From an optimization exercise on the open Yosys and OpenROAD flow, aimed at small area; shortcuts taken in it are not production practice.
In this exercise RTL edits were held to simulation tests only and were not proved equivalent to the original.
Power figures rest on the tool's default switching activity, not on a simulated workload.

==> flow/design.v <==
`timescale 1ns/1ps
module Debouncer(in,brk,hids,ign,dd,pd,clk);
 output reg brk,hids,ign,dd,pd;
 input [4:0]in;
 input clk;
 always@(posedge clk)
 begin
   brk<=in[4];
   hids<=in[3];
   ign<=in[2];
   dd<=in[1];
   pd<=in[0];
 end
endmodule
module fuel_pump(ign,hids,brk,clk,power,reset);
 input ign,hids,clk,brk,reset;
 output reg power;
 reg state;
 always@(posedge clk)
 begin
   if(reset==1'b1)
   begin
     power<=1'b0;
     state<=1'b0;
   end
   else if(state == 1'b0)
   begin
     if((ign & hids & brk) == 1'b1)
     begin
       power<=1'b1;
       state<=1'b1;
     end
   end
   else if (state== 1'b1)
   begin
     if(ign==1'b0)
     begin
       power<=1'b0;
       state<=1'b0;
     end
   end
 end
endmodule
module anti_theft_fsm(ign,dd,pd,st,exp,stat,siren,clk,start,ck,reset);
 input ign,dd,pd,exp,clk,ck,reset;
 output reg siren,stat,start;
 output reg [1:0]st;
 reg [2:0]p_state;
 reg star;
 reg [1:0] k;
 reg [1:0] k_v;
 reg start_v;
 always@(negedge clk)
 begin
  if(reset==1'b1)
  begin
    k<=2'd0;
    start<=1'b0;
    star<=1'b0;
    p_state<=3'd0;
    st<=2'd0;
    siren<=1'b0;
    stat<=1'b0;
  end
  else
  begin
   k_v=k;
   start_v=start;
   if(star==1'b1)
   begin
     k_v=k_v+2'd1;
     if(k_v==2'd2)
     begin
       k_v=2'd0;
       start_v=1'b1;
     end
   end
   else
   begin
     k_v=2'd0;
     start_v=1'b0;
   end
   k<=k_v;
   start<=start_v;
   if(p_state==3'd0)
   begin
    stat<=ck;
   end
   if(p_state==3'd0)
    begin
     if((dd==1'b1 | pd==1'b1) & ign==1'b0)
     begin
       star<=1'b1;
       siren<=1'b0;
       if(dd==1'b1 & pd==1'b0)
       st<=2'd1;
       else if(pd==1'b1)
       st<=2'd2;
       p_state<= 3'd4;
     end
     else if(ign==1'b1)
     begin
       star<=1'b0;
       st<=2'd0;
       stat<=1'b0;
       siren<=1'b0;
       p_state<=3'd2;
     end
    end
    else if(p_state==3'd1)
    begin
      if(dd==1'b0 & pd==1'b0 & ign==1'b0 & siren==1'b1 & exp==1'b1)
      begin
       star<=1'b0;
       st<=2'd0;
       siren<=1'b0;
       stat<=ck;
       p_state<=3'd0;
      end
      else if(ign==1'b1)
      begin
       star<=1'b0;
       st<=2'd0;
       stat<=1'b0;
       siren<=1'b0;
       p_state<=3'd2;
      end
      else if((dd==1'b1 | pd==1'b1) & ign==1'b0 & siren==1'b1)
      begin
       star<=1'b0;
       st<=2'd0;
       stat<=1'b1;
       siren<=1'b1;
       p_state<=3'd5;
      end
    end
    else if(p_state==3'd2)
    begin
      if(dd==1'b0 & pd==1'b0 & ign==1'b0 & siren==1'b0)
      begin
       star<=1'b1;
       st<=2'd0;
       stat<=1'b1;
       siren<=1'b0;
       p_state<=3'd7;
      end
      else if((dd==1'b1 | pd==1'b1) & ign==1'b0 & siren==1'b0)
      begin
       star<=1'b0;
       st<=2'd0;
       stat<=1'b0;
       siren<=1'b0;
       p_state<=3'd4;
     end
    end
    else if(p_state==3'd4)
    begin
      if(ign==1'b1)
      begin
       star<=1'b0;
       st<=2'd0;
       stat<=1'b0;
       siren<=1'b0;
       p_state<=3'd2;
      end
      else if((dd==1'b1 | pd==1'b1) & ign==1'b0 & siren==1'b0 & exp==1'b1)
      begin
       star<=1'b0;
       st<=2'd0;
       stat<=1'b1;
       siren<=1'b1;
       p_state<=3'd5;
      end
      else if(dd==1'b0 & pd==1'b0 & ign==1'b0 & siren==1'b0  & start_v==1'b0)
      begin
       star<=1'b1;
       st<=2'd0;
       stat<=1'b1;
       siren<=1'b0;
       p_state<=3'd7;
      end
      else if(dd==1'b0 & pd==1'b0 & ign==1'b0 & siren==1'b0 & start_v==1'b1)
      begin
        star<=1'b0;
        siren<=1'b0;
        st<=2'd0;
        stat<=ck;
        p_state<=3'd0;
      end
    end
    else if(p_state==3'd5)
    begin
     if(ign==1'b1)
     begin
       star<=1'b0;
       st<=2'd0;
       stat<=1'b0;
       siren<=1'b0;
       p_state<=3'd2;
     end
      else if(dd==1'b0 & pd==1'b0 & ign==1'b0  & siren==1'b1)
      begin
       star<=1'b1;
       st<=2'd3;
       stat<=1'b1;
       siren<=1'b1;
       p_state<=3'd1;
      end
    end
    else if(p_state==3'd7)
    begin
      if(dd==1'b0 & pd==1'b0 & ign==1'b0 & siren==1'b0 & exp==1'b1)
      begin
       star<=1'b0;
       siren<=1'b0;
       st<=2'd0;
       stat<=ck;
       p_state<=3'd0;
      end
      else if((dd==1'b1 | pd==1'b1) & ign==1'b0 & siren==1'b0)
      begin
       star<=1'b0;
       stat<=1'b0;
       st<=2'd0;
       siren<=1'b0;
       p_state<=3'd4;
      end
      else if(ign==1'b1)
      begin
       star<=1'b0;
       stat<=1'b0;
       st<=2'd0;
       siren<=1'b0;
       p_state<=3'd2;
      end
    end
  end
 end
endmodule
module divider(clk,ck,reset);
 input reset,clk;
 output reg ck;
 localparam [9:0] HALF_PERIOD = 10'd1000;
 reg p_clk2;
 reg [9:0]cnt2;
 reg [9:0]cnt2_v;
 always@(posedge clk)
 begin
  if(reset==1'b1)
  begin
   p_clk2<=1'b0;
   ck<=1'b0;
   cnt2<=10'd0;
  end
  else
  begin
   cnt2_v=cnt2+10'd1;
   if(cnt2_v==HALF_PERIOD)
   begin
    ck<=~p_clk2;
    p_clk2<=~p_clk2;
    cnt2_v=10'd0;
   end
   cnt2<=cnt2_v;
  end
 end
endmodule
module Timer(exp,start,clk,st,reset);
 reg [3:0]val;
 reg [1:0]a;
 input [1:0]st;
 input start,clk,reset;
 reg clk_reset;
 output reg exp;
 reg [3:0]count;
 localparam [3:0] T_arm_delay=4'd10, T_driver_delay=4'd8, T_pass_delay=4'd15, T_alarm_delay=4'd3;
 localparam [8:0] TICK = 9'd500;
 reg [8:0] cnt;
 reg [8:0] cnt_v;
 reg exp_v, clk_reset_v;
 always@(negedge clk)
 begin
  if(reset==1'b1)
  begin
    val<=T_driver_delay;
    count<=T_driver_delay;
    a<=2'd0;
    cnt<=9'd0;
    exp<=1'b0;
    clk_reset<=1'b0;
  end
  else
  begin
   exp_v=exp;
   clk_reset_v=clk_reset;
   if(exp_v==1'b1)
   begin
     a<=a+2'd1;
     if(a==2'd3)
     begin
       a<=2'd0;
       exp_v=1'b0;
     end
   end
   case(st)
     2'd0 : begin val<=T_arm_delay; end
     2'd1 : begin val<=T_driver_delay; end
     2'd2 : begin val<=T_pass_delay; end
     2'd3 : begin val<=T_alarm_delay; end
   endcase
   if(start==1'b0)
   begin
     count<=val;
   end
   cnt_v=cnt+9'd1;
   if(cnt_v==TICK)
   begin
     if(start==1'b1)
     begin
       count<=count-4'd1;
       if(count==4'd0)
       begin
         exp_v=1'b1;
         clk_reset_v=1'b1;
        end
     end
     else begin clk_reset_v=1'b0; exp_v=1'b0; end
     if(clk_reset_v==1'b1) begin count<=val; end
     cnt_v=9'd0;
   end
   cnt<=cnt_v;
   exp<=exp_v;
   clk_reset<=clk_reset_v;
  end
 end
endmodule
module Car_alarm_system(in,reset,power,siren,stat,clk);
 input reset,clk;
 input [4:0]in;
 output power,siren,stat;
 wire [1:0] st;
 wire ck,dd,pd,brk,hids,ign,exp,start;
 Debouncer D1(in,brk,hids,ign,dd,pd,clk);
 fuel_pump f1(ign,hids,brk,clk,power,reset);
 anti_theft_fsm a1(ign,dd,pd,st,exp,stat,siren,clk,start,ck,reset);
 Timer tim(exp,start,clk,st,reset);
 divider d1(clk,ck,reset);
endmodule
==> flow/run.sh <==
#!/bin/bash
# synth_recipe.tcl (not shown) runs the flow's synth.tcl, then flattens the netlist and writes it again
# the make line also repeats each setting of config.mk as NAME=value (left out here)
make -C /OpenROAD-flow-scripts/flow DESIGN_CONFIG=/design/flow/config.mk WORK_HOME=/design/flow/orfs CLKGATE_MAP_FILE= SYNTH_SCRIPT=/design/flow/synth_recipe.tcl finish
==> flow/config.mk <==
export PLATFORM = sky130hd
export DESIGN_NAME = Car_alarm_system
export DESIGN_NICKNAME = Car_alarm_system
export VERILOG_FILES = /design/flow/design.v
export SDC_FILE = /design/flow/constraint.sdc
export NUM_CORES = 4
export LEC_CHECK = 0
export CAP_MARGIN = 20
export CORE_MARGIN = 2
export CORE_UTILIZATION = 40
export SLEW_MARGIN = 20
==> flow/constraint.sdc <==
create_clock -name core_clock -period 15.0 [get_ports {clk}]
set_input_delay 3.0000 -clock core_clock [delete_from_list [all_inputs] [get_ports {clk}]]
set_output_delay 3.0000 -clock core_clock [all_outputs]
set_load 0.01 [all_outputs]
==> impl_metrics.sql, run 1 <==
INSERT INTO impl_metrics (metric_group, metric, value, unit) VALUES
('floorplanning', 'i_o_pins', '10', ''),
('finish', 'finalNonFillerCells', '442', ''),
('route', 'drc', '0', ''),
('power_and_ir_drop', 'cellLeakagePower', '1.186', 'nW'),
('route', 'number_of_optimization_iterations_in_the_first_detailed_route_pass', '5', ''),
('global_route', 'grt_overflow_total', '0', ''),
('finish', 'area.growth.synth_to_final', '10.59', '%'),
('synthesis', 'avgSynthCellArea', '8.291', 'um2'),
('power_and_ir_drop', 'power_density', '133.9', 'nW/um2'),
('cts', 'tritoncts', 'built', ''),
('route', 'wl_met1', '2.748', 'mm'),
('synthesis', 'post_synth_inst_count', '332', ''),
('cts', 'tritoncts_sink_count', '50', ''),
('synthesis', 'mappedNetlistArea', '2753', 'um2'),
('cts', 'cts-buffers-inserted', '5', ''),
('global_route', 'grt.total_usage', '16.13', '%'),
('power_and_ir_drop', 'vdd.ir_drop.worst', '0.00007227', 'V'),
('synthesis', 'yosysWarnings', '5', ''),
('synthesis', 'synth-seq-cells', '50', ''),
('finish', 'commonest_cells_after_routing_fill_and_taps_aside', 'sky130_fd_sc_hd__dfxtp_1 (50), sky130_fd_sc_hd__nor2_1 (46), sky130_fd_sc_hd__inv_1 (43)', ''),
('job', 'count_of_max_cap_constraint_violations', '0', ''),
('cts', 'cts_setup_buffers', '0', ''),
('placement', 'number_of_cells_in_the_design_after_placement', '403', ''),
('cts', 'worst_skew_pair.late_latency', '360', 'ps'),
('route', 'wirelength', '5.643', 'mm'),
('cts', 'clkSlewWorstSetupHoldPaths', '40', 'ps'),
('cts', 'htree_num_levels', '2', ''),
('placement', 'place_worst_setup_slack', '2915', 'ps'),
('finish', 'fraction_of_layout_instances_using_a_drive_strength_above_1', '7.459', '%'),
('setup_path', 'worstPathArrival', '9100', 'ps'),
('finish', 'num-nets-final', '375', ''),
('route', 'ant_nets', '0', ''),
('sta', 'finalSetupTns', '0', 'ps'),
('cts', 'post_cts_hold_buffer_count', '0', ''),
('sta', 'tightest_slew', '942.7', 'ps'),
('global_route', 'antenna_found_initial', '0', ''),
('route', 'drtIter0Drc', '124', ''),
('setup_path', 'timing.critical_path.slowest_stage_cell', 'sky130_fd_sc_hd__clkdlybuf4s50_1', ''),
('sta', 'fin_worst_skew', '62.91', 'ps'),
('route', 'post_drt_wl_per_cell', '12.77', 'um'),
('route', 'met2RoutedLength', '2.584', 'mm'),
('status', 'status', 'complete, no violations', ''),
('setup_path', 'timing.setup.critical_path_class', 'flip-flop to output pin', ''),
('setup_path', 'critPathRequiredTime', '12000', 'ps'),
('setup_path', 'cp.buffers_inverters', '1', ''),
('synthesis', 'synth_net_count', '346', ''),
('floorplanning', 'standard_cell_row_count', '30', ''),
('sta', 'postLayoutSetupSlackWorst', '2896', 'ps'),
('synthesis', 'yosysUniqueCellTypes', '64', ''),
('global_route', 'grt_pass1_vias', '2255', ''),
('placement', 'buffer_ports.inserted', '9', ''),
('power_and_ir_drop', 'power', '407.7', 'uW'),
('floorplanning', 'design.core.area', '6719', 'um2'),
('setup_path', 'end_kind', 'output pin', ''),
('setup_path', 'crit_family', 'buffers and inverters', ''),
('placement', 'place_area', '2836', 'um2'),
('cts', 'cts-root-to-sink-buffers', '2', ''),
('finish', 'final_common_cell', 'sky130_fd_sc_hd__dfxtp_1', ''),
('route', 'vias_per_cell', '5.464', ''),
('floorplanning', 'floorplan.die.width', '86.96', 'um'),
('synthesis', 'synth-main-ff-cell', 'sky130_fd_sc_hd__dfxtp_1', ''),
('placement', 'finalWeightedCongestion', '0.8756', ''),
('placement', 'detailed_place_hpwl', '3.832', 'mm'),
('finish', 'nFillCells', '694', ''),
('sta', 'final_max_slew_viol_count', '0', ''),
('setup_path', 'worst-path-max-fanout', '16', ''),
('sta', 'relSlewSlack', '36.67', '%'),
('sta', 'finalSetupViolCount', '0', ''),
('synthesis', 'yosysSeqAreaShare', '36.36', '%'),
('global_route', 'first_pass_grt_wire_length', '9.963', 'mm'),
('setup_path', 'timing.critical_path.from_type', 'flip-flop', '');
registers in the layout, indices dropped and copies added (netlist names), 2 cells and up, named ones only:
signal and count:
a1.p_state 3, a1.k 2, tim.cnt 9, a1.st 2
tim.val 4, d1.cnt2 10, tim.a 2, tim.count 3
where the power goes:
part / switching (mW) / internal [mW]
clock network: 0.0642 / 0.0483
registers: 0.0377 / 0.149
logic: 0.0565 / 0.0520
through the flow:
step | utilization, % | hold slack, ps
after floorplan | - | 396.3
after global placement | 42.22 | 407.3
after detailed placement | 42.22 | 419.8
after CTS | 45.31 | 427.6
after global routing | 45.31 | 439.0
final | 45.31 | 418.8
metal layers:
metal	up-vias	GRT usage, %
li1	1239	-
met1	1111	20.86
met2	60	25.95
met3	5	3.697
met4	0	6.392
met5	-	0
cells by family after synthesis:
kind of cell	share of synthesized area [%]
muxes	2.955
buffers and inverters	6.045
xor gates and xnor gates	5.727
adders and majority gates	3.182
AOI/OAI and AO/OA	19.18
DFF	36.36
and+or+nand+nor	26.55
synthesized netlist by cell type (2+ instances only):
master | instances | share of area, %
sky130_fd_sc_hd__a21oi_1 | 13 | 2.4
sky130_fd_sc_hd__o21ai_0 | 17 | 3.1
sky130_fd_sc_hd__clkbuf_1 | 12 | 1.6
sky130_fd_sc_hd__buf_6 | 3 | 1.2
sky130_fd_sc_hd__inv_1 | 12 | 1.6
sky130_fd_sc_hd__nor2b_1 | 4 | 0.91
sky130_fd_sc_hd__xor2_1 | 10 | 3.2
sky130_fd_sc_hd__and4b_1 | 2 | 0.73
sky130_fd_sc_hd__a31o_2 | 2 | 0.64
sky130_fd_sc_hd__o22ai_1 | 5 | 1.1
sky130_fd_sc_hd__nand2_1 | 26 | 3.5
sky130_fd_sc_hd__mux2i_1 | 7 | 2.5
sky130_fd_sc_hd__or3_1 | 4 | 0.91
sky130_fd_sc_hd__xnor2_1 | 8 | 2.5
sky130_fd_sc_hd__nor2_1 | 46 | 6.3
sky130_fd_sc_hd__ha_1 | 7 | 3.2
sky130_fd_sc_hd__dfxtp_1 | 50 | 36
sky130_fd_sc_hd__or2_2 | 3 | 0.68
sky130_fd_sc_hd__a211oi_2 | 3 | 1.4
sky130_fd_sc_hd__a22oi_1 | 3 | 0.82
sky130_fd_sc_hd__nor3b_1 | 3 | 0.82
sky130_fd_sc_hd__o2bb2ai_1 | 2 | 0.64
sky130_fd_sc_hd__a311oi_1 | 3 | 0.95
sky130_fd_sc_hd__nor3_1 | 15 | 2.7
sky130_fd_sc_hd__nor4b_1 | 2 | 0.64
sky130_fd_sc_hd__buf_2 | 3 | 0.55
sky130_fd_sc_hd__nand2b_1 | 3 | 0.68
sky130_fd_sc_hd__a31oi_1 | 6 | 1.4
sky130_fd_sc_hd__nand3_1 | 12 | 2.2
sky130_fd_sc_hd__a211oi_1 | 5 | 1.4
sky130_fd_sc_hd__and2_1 | 3 | 0.68
sky130_fd_sc_hd__nand4_1 | 5 | 1.1
sky130_fd_sc_hd__a21boi_0 | 2 | 0.55
cell type report:
class                           instances  area (um2)  share of cell area (%)
Multi-Input combinational cell        250        1585                   52.08
Sequential cell                        50        1001                   32.88
Clock inverter                         33       125.1                   4.110
Timing Repair Buffer                   11       105.1                   3.453
Tap cell                               80       100.1                   3.288
Clock buffer                            7       86.33                   2.836
Inverter                               11       41.29                   1.356
worst paths after layout:
check | start | to | slack (ps) | depth (start not counted)
worst max register to register | D1.ign | a1.p_state[1] | 5190 | 6
worst min-delay path | a1.k[0] | a1.k[0] | 420 | 1
worst min register to register | a1.k[0] | a1.k[0] | 420 | 1
worst max-delay path | a1.siren | siren | 2900 | 1
==> inputs of run 2 (changes only) <==
==> flow/design.v (replaced) <==
`timescale 1ns/1ps
module Car_alarm_system(in,reset,power,siren,stat,clk);
 input reset,clk;
 input [4:0]in;
 output power,siren,stat;
 wire brk = in[4], hids = in[3], ign = in[2], dd = in[1], pd = in[0];
 wire door = dd | pd;
 reg pp, pw;
 always @(posedge clk) begin
   pp <= ign & ((pp & ~reset) | (hids & brk));
   pw <= pp & ~reset;
 end
 assign power = pw;
 localparam [8:0] D_RST = 9'd432;  
 reg [8:0] d;
 reg hh, ckk;
 wire g = (d[7:0] == 8'd236);
 wire tick = ~reset & g;
 always @(posedge clk) begin
   d <= reset ? D_RST : {d[7:0], d[8] ^ d[3] ^ g};
   hh <= ~reset & (hh ^ g);
   ckk <= ~reset & (ckk ^ (hh & g));
 end
 wire ck = ~reset & ckk;
 localparam [3:0] S_DR = 4'b0000, S_A0 = 4'b0001, S_EB = 4'b1000, S_AR = 4'b0100,
                  S_AL = 4'b1100, S_AC = 4'b1101;
 reg [3:0] q;
 wire [3:0] qs = reset ? S_A0 : q;
 wire is_a0 = (qs[3:2] != 2'b11) & ~qs[1] & qs[0];
 wire is_ea = qs[1];
 wire is_ar = qs == S_AR, is_eb = qs == S_EB, is_dr = qs == S_DR;
 wire is_al = qs == S_AL, is_ac = qs == S_AC;
 wire star = is_ar | is_ea | is_ac;
 wire [1:0] st = is_ea ? (qs[0] ? 2'd2 : 2'd1) : is_ac ? 2'd3 : 2'd0;
 reg k, start;
 wire start_v = star & (k | start);
 reg [3:0] count;
 reg [1:0] p;
 reg cr;
 wire cr_s = cr & ~reset;
 wire cz = (count == 4'd0);
 wire exp = cr_s & ~cz;
 wire [3:0] val = (p == 2'd0) ? 4'd10 : (p == 2'd1) ? 4'd8 : (p == 2'd2) ? 4'd15 : 4'd3;
 always @(posedge clk) begin
   k <= star & ~k;
   start <= start_v;
   p <= st;
   if (cr_s) begin
     if (tick & ~start) begin count <= val; cr <= 1'b0; end
     else begin count <= cz ? count : count - 4'd1; cr <= 1'b1; end
   end else begin
     cr <= tick & start & cz;
     if (~start) count <= val;
     else if (tick) count <= cz ? 4'd4 : count - 4'd1;
   end
 end
 wire [3:0] a0 = {1'b0, ck, 2'b01};
 reg [3:0] nq;
 always @* begin
   nq = qs;
   if (ign) nq = S_DR;
   else if (door) begin
     if (is_a0) nq = {1'b0, ck, 1'b1, pd};
     else if (is_dr | is_ar) nq = S_EB;
     else if (is_eb | is_ea) nq = exp ? S_AL : qs;
     else nq = S_AL;
   end else begin
     if (is_a0) nq = a0;
     else if (is_dr | is_eb) nq = S_AR;
     else if (is_ar | is_ac) nq = exp ? a0 : qs;
     else if (is_al) nq = S_AC;
     else nq = start_v ? a0 : S_AR;  
   end
 end
 always @(posedge clk) q <= nq;
 assign siren = ~reset & q[3] & q[2];
 assign stat = ~reset & q[2];
endmodule
==> flow/flow/run.sh (new file) <==
#!/bin/bash
# The standard layout (the standard.sh, ORFS from synthesis to finish) with
# two changes: the port buffers that buffer_ports inserts are buf_1 cells, and
# clock tree synthesis inserts no dummy loads. The make output goes to
# standard.log; ORFS keeps each step's log under orfs/logs/.
set -euo pipefail
export BUFFER_PORTS_ARGS="-buffer_cell sky130_fd_sc_hd__buf_1"
export CTS_ARGS="-sink_clustering_enable -repair_clock_nets -dont_use_dummy_load -buf_list sky130_fd_sc_hd__clkbuf_8"
bash standard.sh > standard.log 2>&1
==> flow/standard.sh (new file) <==
#!/bin/bash
# synth_recipe.tcl (not shown) runs the flow's synth.tcl, then flattens the netlist and writes it again
# the make line also repeats each setting of config.mk as NAME=value (left out here)
make -C /OpenROAD-flow-scripts/flow DESIGN_CONFIG=/design/flow/config.mk WORK_HOME=/design/flow/orfs CLKGATE_MAP_FILE= SYNTH_SCRIPT=/design/flow/synth_recipe.tcl "${@:-finish}"
removed: flow/run.sh
==> run 2 against run 1 <==
Compared with the run above: worst hold slack gained 3.7 ps; die area shrank 54%; wire length shrank 62%; non-clock buffer count shrank 2; clock skew shrank 51 ps; power shrank 69%; flip-flop and latch count shrank 24; still clean; largest cell class unchanged; final cell count shrank 63%; critical path type is now primary input to output pin.
==> impl_metrics.sql, run 2 <==
INSERT INTO impl_metrics (metric_group, metric, value, unit) VALUES
('finish', 'regMostFlops', 'd', ''),
('synthesis', 'top_cells_by_count_synth', 'sky130_fd_sc_hd__dfxtp_1 (22), sky130_fd_sc_hd__nor2_1 (10), sky130_fd_sc_hd__nor2b_1 (10)', ''),
('global_route', 'grt_pass1_vias', '857', ''),
('sta', 'finalSetupTns', '0', 'ps'),
('finish', 'fin_util', '43.32', '%'),
('synthesis', 'synthTopCellsByArea', 'sky130_fd_sc_hd__dfxtp_1 (36%), sky130_fd_sc_hd__edfxtp_1 (9.9%), sky130_fd_sc_hd__nor2b_1 (5.1%)', ''),
('finish', 'nFillCells', '293', ''),
('cts', 'tritoncts_sink_count', '26', ''),
('sta', 'timing_hold_violations_final', '0', ''),
('setup_path', 'r2r_slack', '13020', 'ps'),
('min_path', 'hold_path_depth', '1', ''),
('setup_path', 'timing.critical_path.from_type', 'primary input', ''),
('cts', 'worst_skew_pair.late_latency', '260', 'ps'),
('synthesis', 'muxShareOfSynthArea', '1.644', '%'),
('synthesis', 'synth_top_cell_area_share', '36.18', '%'),
('route', 'routed-via-count', '884', ''),
('synthesis', 'yosysSeqAreaShare', '46.04', '%'),
('floorplanning', 'design.die.area', '3501', 'um2'),
('floorplanning', 'design.core.area', '2978', 'um2'),
('synthesis', 'yosys.area.top_type', 'sky130_fd_sc_hd__dfxtp_1', ''),
('setup_path', 'rr_startpoint', 'count[0]', ''),
('job', 'count_of_max_cap_constraint_violations', '0', ''),
('floorplanning', 'floorplan.die.width', '59.17', 'um'),
('route', 'number_of_optimization_iterations_in_the_first_detailed_route_pass', '4', ''),
('global_route', 'antenna_found_initial', '0', ''),
('floorplanning', 'standard_cell_row_count', '20', ''),
('setup_path', 'reg2reg_to', 'count[1]', ''),
('global_route', 'first_pass_grt_wire_length', '3.739', 'mm'),
('route', 'drc', '0', ''),
('setup_path', 'reg2reg_depth', '6', ''),
('finish', 'final_common_cell', 'sky130_fd_sc_hd__dfxtp_1', ''),
('synthesis', 'post_synth_inst_count', '128', ''),
('setup_path', 'end_kind', 'output pin', ''),
('min_path', 'hold_path_class', 'flip-flop to flip-flop', ''),
('synthesis', 'avgSynthCellArea', '9.511', 'um2'),
('synthesis', 'synth-seq-cells', '26', ''),
('cts', 'root_buffer', 'sky130_fd_sc_hd__clkbuf_8', ''),
('sta', 'final_max_slew_viol_count', '0', ''),
('finish', 'area.growth.synth_to_final', '5.961', '%'),
('synthesis', 'synth_simple_gate_area_share', '26.93', '%'),
('sta', 'relSlewSlack', '32.32', '%'),
('route', 'wirelength', '2.136', 'mm'),
('synthesis', 'synth_xor_area_share', '3.597', '%'),
('synthesis', 'synth_net_count', '137', ''),
('power_and_ir_drop', 'vdd.ir_drop.worst', '0.00004537', 'V'),
('sta', 'rsz_0062_raised_after_global_routing', 'no', ''),
('synthesis', 'mappedNetlistArea', '1217', 'um2'),
('setup_path', 'worst-path-max-fanout', '27', ''),
('sta', 'fin_worst_skew', '12.07', 'ps'),
('finish', 'largest_register_ffs', '9', ''),
('synthesis', 'yosysUniqueCellTypes', '40', ''),
('sta', 'fin_crit_sh', '47.91', '%'),
('finish', 'number_of_inserted_diodes', '0', ''),
('cts', 'cts_setup_buffers', '0', ''),
('cts', 'post_cts_hold_buffer_count', '0', ''),
('placement', 'place_area', '1249', 'um2'),
('synthesis', 'yosys.cell_count.top_type', 'sky130_fd_sc_hd__dfxtp_1', ''),
('synthesis', 'ys_async_sr_fraction', '0', '%'),
('cts', 'cts-root-to-sink-buffers', '2', ''),
('sta', 'finalCriticalPeriod', '7187', 'ps'),
('route', 'post_drt_wl_per_cell', '12.95', 'um'),
('cts', 'cts-buffers-inserted', '3', ''),
('synthesis', 'yosysWarnings', '1', ''),
('finish', 'fraction_of_layout_instances_using_a_drive_strength_above_1', '9.091', '%'),
('placement', 'detailed_place_hpwl', '1.571', 'mm'),
('route', 'vias_per_cell', '5.358', ''),
('placement', 'buffer_ports.inserted', '9', ''),
('synthesis', 'synth-adder-area-share', '2.055', '%'),
('floorplanning', 'i_o_pins', '10', ''),
('sta', 'tightest_slew', '1015', 'ps'),
('finish', 'stdcell_area', '1290', 'um2'),
('floorplanning', 'initial_utilization', '40.88', '%'),
('finish', 'commonest_cells_after_routing_fill_and_taps_aside', 'sky130_fd_sc_hd__dfxtp_1 (22), sky130_fd_sc_hd__nor2b_1 (10), sky130_fd_sc_hd__nor2_1 (10)', ''),
('finish', 'layout_top_registers', 'd (9), count (4), q (4)', ''),
('cts', 'tritoncts', 'built', ''),
('synthesis', 'synth-main-ff-cell', 'sky130_fd_sc_hd__dfxtp_1', ''),
('cts', 'clkSlewWorstSetupHoldPaths', '70', 'ps'),
('status', 'status', 'complete, no violations', ''),
('cts', 'htree_num_levels', '1', ''),
('min_path', 'worstHoldStart', 'k', ''),
('global_route', 'grt.total_usage', '14.20', '%'),
('setup_path', 'critPathRequiredTime', '12000', 'ps'),
('setup_path', 'worstPathArrival', '4190', 'ps'),
('placement', 'finalWeightedCongestion', '0.8255', ''),
('sta', 'finalSetupViolCount', '0', ''),
('route', 'ant_nets', '0', ''),
('synthesis', 'synth_top_family_by_area', 'simple AND/OR/NAND/NOR gates', ''),
('synthesis', 'synth_enable_flop_cells', '4', ''),
('min_path', 'min_to', 'k', ''),
('global_route', 'grt_start_max_net_pins', '28', ''),
('sta', 'maxClockFrequency', '139.1', 'MHz'),
('power_and_ir_drop', 'power', '125.9', 'uW'),
('power_and_ir_drop', 'cellLeakagePower', '0.4639', 'nW'),
('setup_path', 'timing.setup.critical_path_class', 'primary input to output pin', ''),
('global_route', 'grt_overflow_total', '0', ''),
('synthesis', 'synth_compound_area_share', '15.21', '%'),
('finish', 'num-nets-final', '143', ''),
('floorplanning', 'vertical_extent_of_the_die', '59.17', 'um'),
('route', 'drtIter0Drc', '20', ''),
('cts', 'cts-resized-gates', '0', ''),
('power_and_ir_drop', 'power_density', '97.56', 'nW/um2');
==> run 2: cell types whose count changed after synthesis, sizes merged, moves of 6 or more <==
cell    change
inv         -9
nand3      -10
a211oi      -7
clkbuf     -10
o21ai      -14
xor2       -10
nor2       -36
nor3       -10
nor2b       +6
dfxtp      -28
nand2      -23
==> run 2: logic make-up (layout without fill, tap and decap cells) <==
logic type	count (synthesis)	in the layout
AND/OR/NAND/NOR	54	54
AO/OA/AOI/OAI	28	28
flip-flops	26	26
buffers and inverters	11	15
XOR/XNOR	5	5
adder cells (fa/ha/maj)	2	2
multiplexers	2	2
==> run 2: power breakdown <==
group / switching [mW] / total [mW] / internal [mW]
Combinational: 0.00566 / 0.0114 / 0.00578
Clock: 0.0196 / 0.0375 / 0.0179
Sequential: 0.00302 / 0.0769 / 0.0739
Total: 0.0283 / 0.126 / 0.0976
==> run 2: critical path, cell delays in order <==
cell	delay, ps
sky130_fd_sc_hd__buf_1	730
sky130_fd_sc_hd__nor2b_1	130
sky130_fd_sc_hd__and2_1	200
sky130_fd_sc_hd__buf_1	120
==> run 2: area by class of cell <==
cell class,count,area (um2),share of cell area [%]
clock buffer,3,41.29,3.201
inverter,3,11.26,0.8729
multi-input combinational,91,601.8,46.65
sequential,26,560.5,43.45
tap,33,41.29,3.201
timing repair buffer,9,33.78,2.619
==> run 2: how the worst max path moves through the flow <==
stage                      from  endpoint  depth (start not counted)
after floorplan           reset     siren                          2
after detailed placement  reset     siren                          4
after global routing      reset     siren                          4
after CTS                 reset     siren                          4
final                     reset     siren                          4
after global placement    reset     siren                          4
==> run 2: per-layer routing <==
layer / vias to the layer above / global-route usage (%) / part of all wire (%)
met2: 18 / 22.70 / 46
li1: 457 / - / -
met1: 407 / 18.60 / 50
met5: - / 0 / 0
met4: 0 / 6.494 / 1.1
met3: 2 / 2.620 / 3.3
==> run 2: stage by stage <==
step                instances  setup WS, ps  hold WS [ps]
CTS                       165          7827         423.9
finish                    165          7813         422.5
global placement          162          7876         409.2
detailed placement        162          7828         411.3
global route              165          7705         455.4
floorplan                 128          8591         398.2
==> inputs of run 3 (changes only) <==
--- a/flow/flow/run.sh
+++ b/flow/flow/run.sh
@@ -5,5 +5,5 @@
 # standard.log; ORFS keeps each step's log under orfs/logs/.
 set -euo pipefail
 export BUFFER_PORTS_ARGS="-buffer_cell sky130_fd_sc_hd__buf_1"
-export CTS_ARGS="-sink_clustering_enable -repair_clock_nets -dont_use_dummy_load -buf_list sky130_fd_sc_hd__clkbuf_8"
+export CTS_ARGS="-repair_clock_nets -dont_use_dummy_load -buf_list sky130_fd_sc_hd__clkbuf_8 -root_buf sky130_fd_sc_hd__clkbuf_8"
 bash standard.sh > standard.log 2>&1
==> run 3 against run 2 <==
Compared with the run above: non-clock buffer count unchanged; clock skew unchanged; worst hold slack unchanged; clock power about the same; worst setup slack unchanged; maximum frequency unchanged; critical endpoint unchanged; largest power group unchanged.
==> impl_metrics.sql, run 3 <==
INSERT INTO impl_metrics (metric_group, metric, value, unit) VALUES
('synthesis', 'yosysSeqAreaShare', '46.04', '%'),
('cts', 'post_cts_hold_buffer_count', '0', ''),
('setup_path', 'worstPathArrival', '4190', 'ps'),
('cts', 'clkSlewWorstSetupHoldPaths', '70', 'ps'),
('synthesis', 'synth_top_cell_area_share', '36.18', '%'),
('setup_path', 'reg2reg_to', 'count[1]', ''),
('floorplanning', 'design.die.area', '3501', 'um2'),
('cts', 'root_buffer', 'sky130_fd_sc_hd__clkbuf_8', ''),
('synthesis', 'yosys.area.top_type', 'sky130_fd_sc_hd__dfxtp_1', ''),
('finish', 'layout.area.seq', '560.5', 'um2'),
('route', 'drtIter0Drc', '20', ''),
('synthesis', 'mappedNetlistArea', '1217', 'um2'),
('sta', 'finalCriticalPeriod', '7187', 'ps'),
('floorplanning', 'standard_cell_row_count', '20', ''),
('finish', 'num-nets-final', '143', ''),
('floorplanning', 'floorplan.die.width', '59.17', 'um'),
('finish', 'largest_register_ffs', '9', ''),
('placement', 'detailed_place_hpwl', '1.571', 'mm'),
('power_and_ir_drop', 'cellLeakagePower', '0.4639', 'nW'),
('synthesis', 'muxShareOfSynthArea', '1.644', '%'),
('finish', 'final_common_cell', 'sky130_fd_sc_hd__dfxtp_1', ''),
('floorplanning', 'vertical_extent_of_the_die', '59.17', 'um'),
('setup_path', 'timing.critical_path.from_type', 'primary input', ''),
('sta', 'finalSetupTns', '0', 'ps'),
('route', 'drc', '0', ''),
('cts', 'cts-buffers-inserted', '3', ''),
('min_path', 'min_to', 'k', ''),
('sta', 'fin_worst_skew', '12.07', 'ps'),
('cts', 'worst_skew_pair.late_latency', '260', 'ps'),
('placement', 'number_of_cells_in_the_design_after_placement', '162', ''),
('setup_path', 'critPathRequiredTime', '12000', 'ps'),
('finish', 'area.growth.synth_to_final', '5.961', '%'),
('synthesis', 'synth_top_family_by_area', 'simple AND/OR/NAND/NOR gates', ''),
('synthesis', 'avgSynthCellArea', '9.511', 'um2'),
('synthesis', 'synth_compound_area_share', '15.21', '%'),
('sta', 'maxClockFrequency', '139.1', 'MHz'),
('setup_path', 'worst-path-max-fanout', '27', ''),
('placement', 'place_area', '1249', 'um2'),
('route', 'vias_per_cell', '5.358', ''),
('finish', 'commonest_cells_after_routing_fill_and_taps_aside', 'sky130_fd_sc_hd__dfxtp_1 (22), sky130_fd_sc_hd__nor2b_1 (10), sky130_fd_sc_hd__nor2_1 (10)', ''),
('global_route', 'grt_overflow_total', '0', ''),
('cts', 'cts-root-to-sink-buffers', '2', ''),
('cts', 'tritoncts', 'built', ''),
('sta', 'timing_hold_violations_final', '0', ''),
('synthesis', 'synth_xor_area_share', '3.597', '%'),
('sta', 'relSlewSlack', '32.32', '%'),
('synthesis', 'synth-main-ff-cell', 'sky130_fd_sc_hd__dfxtp_1', ''),
('route', 'number_of_optimization_iterations_in_the_first_detailed_route_pass', '4', ''),
('min_path', 'hold_path_class', 'flip-flop to flip-flop', ''),
('sta', 'rsz_0062_raised_after_global_routing', 'no', ''),
('floorplanning', 'design.core.area', '2978', 'um2'),
('global_route', 'antenna_found_initial', '0', ''),
('finish', 'number_of_inserted_diodes', '0', ''),
('power_and_ir_drop', 'vdd.ir_drop.worst', '0.00004537', 'V'),
('synthesis', 'yosys.cell_count.top_type', 'sky130_fd_sc_hd__dfxtp_1', ''),
('setup_path', 'r2r_slack', '13020', 'ps'),
('global_route', 'first_pass_grt_wire_length', '3.739', 'mm'),
('finish', 'multi_input_area', '601.8', 'um2'),
('setup_path', 'timing.setup.critical_path_class', 'primary input to output pin', ''),
('route', 'routed-via-count', '884', ''),
('finish', 'fraction_of_layout_instances_using_a_drive_strength_above_1', '9.091', '%'),
('finish', 'nFillCells', '293', ''),
('cts', 'tritoncts_sink_count', '26', ''),
('synthesis', 'synthTopCellsByArea', 'sky130_fd_sc_hd__dfxtp_1 (36%), sky130_fd_sc_hd__edfxtp_1 (9.9%), sky130_fd_sc_hd__nor2b_1 (5.1%)', ''),
('finish', 'layout_top_registers', 'd (9), count (4), q (4)', ''),
('min_path', 'worstHoldStart', 'k', ''),
('cts', 'cts-resized-gates', '0', ''),
('job', 'count_of_max_cap_constraint_violations', '0', ''),
('synthesis', 'synth-seq-cells', '26', ''),
('global_route', 'grt_pass1_vias', '857', ''),
('synthesis', 'synth_enable_flop_cells', '4', ''),
('global_route', 'grt.total_usage', '14.20', '%'),
('synthesis', 'synth-adder-area-share', '2.055', '%'),
('status', 'status', 'complete, no violations', ''),
('setup_path', 'end_kind', 'output pin', ''),
('placement', 'finalWeightedCongestion', '0.8255', ''),
('synthesis', 'synth_simple_gate_area_share', '26.93', '%'),
('floorplanning', 'initial_utilization', '40.88', '%'),
('synthesis', 'yosysWarnings', '1', ''),
('synthesis', 'post_synth_inst_count', '128', ''),
('floorplanning', 'i_o_pins', '10', ''),
('cts', 'htree_num_levels', '1', ''),
('sta', 'final_max_slew_viol_count', '0', ''),
('setup_path', 'reg2reg_depth', '6', ''),
('synthesis', 'top_cells_by_count_synth', 'sky130_fd_sc_hd__dfxtp_1 (22), sky130_fd_sc_hd__nor2_1 (10), sky130_fd_sc_hd__nor2b_1 (10)', ''),
('placement', 'buffer_ports.inserted', '9', ''),
('cts', 'cts_setup_buffers', '0', ''),
('sta', 'tightest_slew', '1015', 'ps'),
('setup_path', 'rr_startpoint', 'count[0]', ''),
('route', 'post_drt_wl_per_cell', '12.95', 'um'),
('sta', 'fin_crit_sh', '47.91', '%'),
('finish', 'regMostFlops', 'd', ''),
('synthesis', 'yosysUniqueCellTypes', '40', ''),
('sta', 'finalSetupViolCount', '0', ''),
('synthesis', 'ys_async_sr_fraction', '0', '%'),
('route', 'ant_nets', '0', ''),
('global_route', 'grt_start_max_net_pins', '28', ''),
('power_and_ir_drop', 'power_density', '97.56', 'nW/um2'),
('route', 'wirelength', '2.136', 'mm'),
('finish', 'stdcell_area', '1290', 'um2'),
('min_path', 'hold_path_depth', '1', ''),
('synthesis', 'synth_net_count', '137', ''),
('finish', 'finalNonFillerCells', '165', '');
-- run 3: cell counts in the layout (fill, tap and decap cells not counted) --
No cell type changed its count.
-- run 3: logic make-up (layout without fill, tap and decap cells) --
logic type               count (synthesis)  count (layout)
AO/OA/AOI/OAI                           28              28
XOR/XNOR                                 5               5
adder cells (fa/ha/maj)                  2               2
buffers and inverters                   11              15
flip-flops                              26              26
multiplexers                             2               2
AND/OR/NAND/NOR                         54              54
-- run 3: area by class of cell --
| type | count | share of cell area [%] |
|---|---|---|
| well taps | 33 | 3.201 |
| inverters | 3 | 0.8729 |
| flip-flops and latches | 26 | 43.45 |
| multi-input cells | 91 | 46.65 |
| repair buffers | 9 | 2.619 |
| clock buffers | 3 | 3.201 |
-- run 3: worst max-delay path, cell delays in order --
cell,delay [ps]
sky130_fd_sc_hd__buf_1,730
sky130_fd_sc_hd__nor2b_1,130
sky130_fd_sc_hd__and2_1,200
sky130_fd_sc_hd__buf_1,120
-- run 3: power breakdown --
group          internal (mW)  switching [mW]  total (mW)
Clock                 0.0179          0.0196      0.0375
Combinational        0.00578         0.00566      0.0114
Sequential            0.0739         0.00302      0.0769
-- run 3: metrics by stage --
stage                     worst slack [ps]  hold slack, ps  total power, mW  util (%)
after floorplan                       8591           398.2          0.08732         -
after global placement                7876           409.2          0.08946     41.93
after detailed placement              7828           411.3          0.08994     41.93
after CTS                             7827           423.9           0.1276     43.32
after global routing                  7705           455.4           0.1331     43.32
final                                 7813           422.5           0.1259     43.32
-- run 3: worst max-delay path by stage --
stage / depth (start not counted) / slack [ps] / from / to
after global placement: 4 / 7880 / reset / siren
final: 4 / 7810 / reset / siren
after detailed placement: 4 / 7830 / reset / siren
after floorplan: 2 / 8590 / reset / siren
after global routing: 4 / 7710 / reset / siren
after CTS: 4 / 7830 / reset / siren
-- run 3: routing by layer --
metal  up-vias  part of all wire, %  track usage, %  wire length, um
met4         0                  1.1           6.494               23
li1        457                    -               -                -
met2        18                   46           22.70              982
met5         -                    0               0                0
met1       407                   50           18.60             1059
met3         2                  3.3           2.620               70
==> inputs of run 4 (changes only) <==
--- a/flow/flow/run.sh
+++ b/flow/flow/run.sh
@@ -5,5 +5,5 @@
 # standard.log; ORFS keeps each step's log under orfs/logs/.
 set -euo pipefail
 export BUFFER_PORTS_ARGS="-buffer_cell sky130_fd_sc_hd__buf_1"
-export CTS_ARGS="-repair_clock_nets -dont_use_dummy_load -buf_list sky130_fd_sc_hd__clkbuf_8 -root_buf sky130_fd_sc_hd__clkbuf_8"
+export CTS_ARGS="-sink_clustering_enable -sink_clustering_size 40 -sink_clustering_max_diameter 500 -repair_clock_nets -dont_use_dummy_load -buf_list sky130_fd_sc_hd__clkbuf_8 -root_buf sky130_fd_sc_hd__clkbuf_8"
 bash standard.sh > standard.log 2>&1
==> run 4 against run 3 <==
Compared with the run above: sequential power is essentially flat; largest power group unchanged; largest cell class unchanged; first-iteration DRC count is the same; critical path depth unchanged; synthesized cell count unchanged; clock-buffer cell count stayed put; register-to-register slack about the same; final cell count did not move; combinational power is essentially flat; worst setup slack unchanged; maximum frequency stayed put; wire length unchanged; utilization is the same.
==> impl_metrics.sql, run 4 <==
INSERT INTO impl_metrics (metric_group, metric, value, unit) VALUES
('status', 'status', 'complete, no violations', ''),
('sta', 'tightest_slew', '1015', 'ps'),
('synthesis', 'yosysSeqAreaShare', '46.04', '%'),
('global_route', 'first_pass_grt_wire_length', '3.739', 'mm'),
('cts', 'cts-resized-gates', '0', ''),
('setup_path', 'timing.setup.critical_path_class', 'primary input to output pin', ''),
('setup_path', 'worstPathArrival', '4190', 'ps'),
('synthesis', 'mappedNetlistArea', '1217', 'um2'),
('power_and_ir_drop', 'internal_power', '97.59', 'uW'),
('cts', 'root_buffer', 'sky130_fd_sc_hd__clkbuf_8', ''),
('sta', 'finalSetupTns', '0', 'ps'),
('sta', 'maxClockFrequency', '139.1', 'MHz'),
('sta', 'fin_crit_sh', '47.91', '%'),
('cts', 'tritoncts_sink_count', '26', ''),
('sta', 'timing_hold_violations_final', '0', ''),
('global_route', 'grt_start_max_net_pins', '28', ''),
('sta', 'fin_worst_skew', '12.07', 'ps'),
('finish', 'num-nets-final', '143', ''),
('sta', 'postLayoutSetupSlackWorst', '7813', 'ps'),
('cts', 'cts-buffers-inserted', '3', ''),
('cts', 'cts-root-to-sink-buffers', '2', ''),
('synthesis', 'yosysWarnings', '1', ''),
('finish', 'regMostFlops', 'd', ''),
('setup_path', 'end_kind', 'output pin', ''),
('floorplanning', 'standard_cell_row_count', '20', ''),
('placement', 'finalWeightedCongestion', '0.8255', ''),
('floorplanning', 'vertical_extent_of_the_die', '59.17', 'um'),
('cts', 'worst_skew_pair.late_latency', '260', 'ps'),
('synthesis', 'avgSynthCellArea', '9.511', 'um2'),
('global_route', 'grt.total_usage', '14.20', '%'),
('route', 'met2RoutedLength', '982', 'um'),
('cts', 'htree_num_levels', '1', ''),
('finish', 'area.growth.synth_to_final', '5.961', '%'),
('route', 'number_of_optimization_iterations_in_the_first_detailed_route_pass', '4', '');
[run 4: path summary, 6_finish.rpt]
check	from	end	slack, ps	cells after the start
worst max-delay path	reset	siren	7810	4
worst min-delay path	k	k	420	1
worst max register to register	count[0]	count[1]	13020	6
worst min register to register	k	k	420	1
[run 4: worst max-delay path, cell delays in order]
cell	delay, ps
sky130_fd_sc_hd__buf_1	730
sky130_fd_sc_hd__nor2b_1	130
sky130_fd_sc_hd__and2_1	200
sky130_fd_sc_hd__buf_1	120
[run 4: per-stage QoR]
step,total power [mW],cell area (um2),hold slack [ps],instances
global route,0.1331,1290,455.4,165
global placement,0.08946,1249,409.2,162
detailed placement,0.08994,1249,411.3,162
CTS,0.1276,1290,423.9,165
floorplan,0.08732,1217,398.2,128
finish,0.1259,1290,422.5,165
[run 4: routing by layer]
metal | up-vias | GRT usage [%]
met1 | 407 | 18.60
met4 | 0 | 6.494
met5 | - | 0
li1 | 457 | -
met3 | 2 | 2.620
met2 | 18 | 22.70
[run 4: kinds of logic (layout without fill, tap and decap cells)]
group / count (synthesis) / after routing / share of synthesized area (%)
and+or+nand+nor: 54 / 54 / 26.93
AOI/OAI and AO/OA: 28 / 28 / 15.21
xor gates and xnor gates: 5 / 5 / 3.597
muxes: 2 / 2 / 1.644
DFF: 26 / 26 / 46.04
adders and majority gates: 2 / 2 / 2.055
buffers and inverters: 11 / 15 / 4.521
[run 4: cell type report]
| class | count | area (um2) |
|---|---|---|
| Sequential cell | 26 | 560.5 |
| Inverter | 3 | 11.26 |
| Timing Repair Buffer | 9 | 33.78 |
| Tap cell | 33 | 41.29 |
| Fill cell | 293 | 1688 |
| Clock buffer | 3 | 41.29 |
| Multi-Input combinational cell | 91 | 601.8 |
[run 4: power groups by stage]
stage | registers [mW] | clock network (mW) | logic [mW]
floorplan | 0.0765 | 0 | 0.0108
global placement | 0.0784 | 0 | 0.0111
detailed placement | 0.0785 | 0 | 0.0115
CTS | 0.0769 | 0.0391 | 0.0116
global route | 0.0775 | 0.0425 | 0.0131
finish | 0.0769 | 0.0375 | 0.0114

==> port drivers added, routing unchanged <==
Ports are ideal in the flow. The routed layouts listed here were re-timed in OpenROAD. Step 1 (the two cells are an assumption about what drives the block):
set clk [get_ports {clk}]
set_driving_cell -lib_cell sky130_fd_sc_hd__clkbuf_16 $clk
set_driving_cell -lib_cell sky130_fd_sc_hd__buf_2 [delete_from_list [all_inputs] $clk]
Step 2 moves the port delays by t, midway between the first and last clock arrival at a register: inputs arrive t later, outputs are due t later. That takes back most of the time a late clock gives input paths. a / b / c = ideal / step 1 / step 2; a / b = the first two.
run | shift t [ns] | slack for setup (ns) | worst hold slack (ns) | worst setup path at the end | worst data-port slew with drivers (ns)
run 2 | 0.283 | 7.813 / 7.784 / 7.784 | 0.422 / 0.422 / 0.422 | input to output | 0.03
run 3 | 0.283 | 7.813 / 7.784 / 7.784 | 0.422 / 0.422 / 0.422 | input to output | 0.03
run 4 | 0.283 | 7.813 / 7.784 / 7.784 | 0.422 / 0.422 / 0.422 | input to output | 0.03
After both steps setup and hold are still met in every run listed.
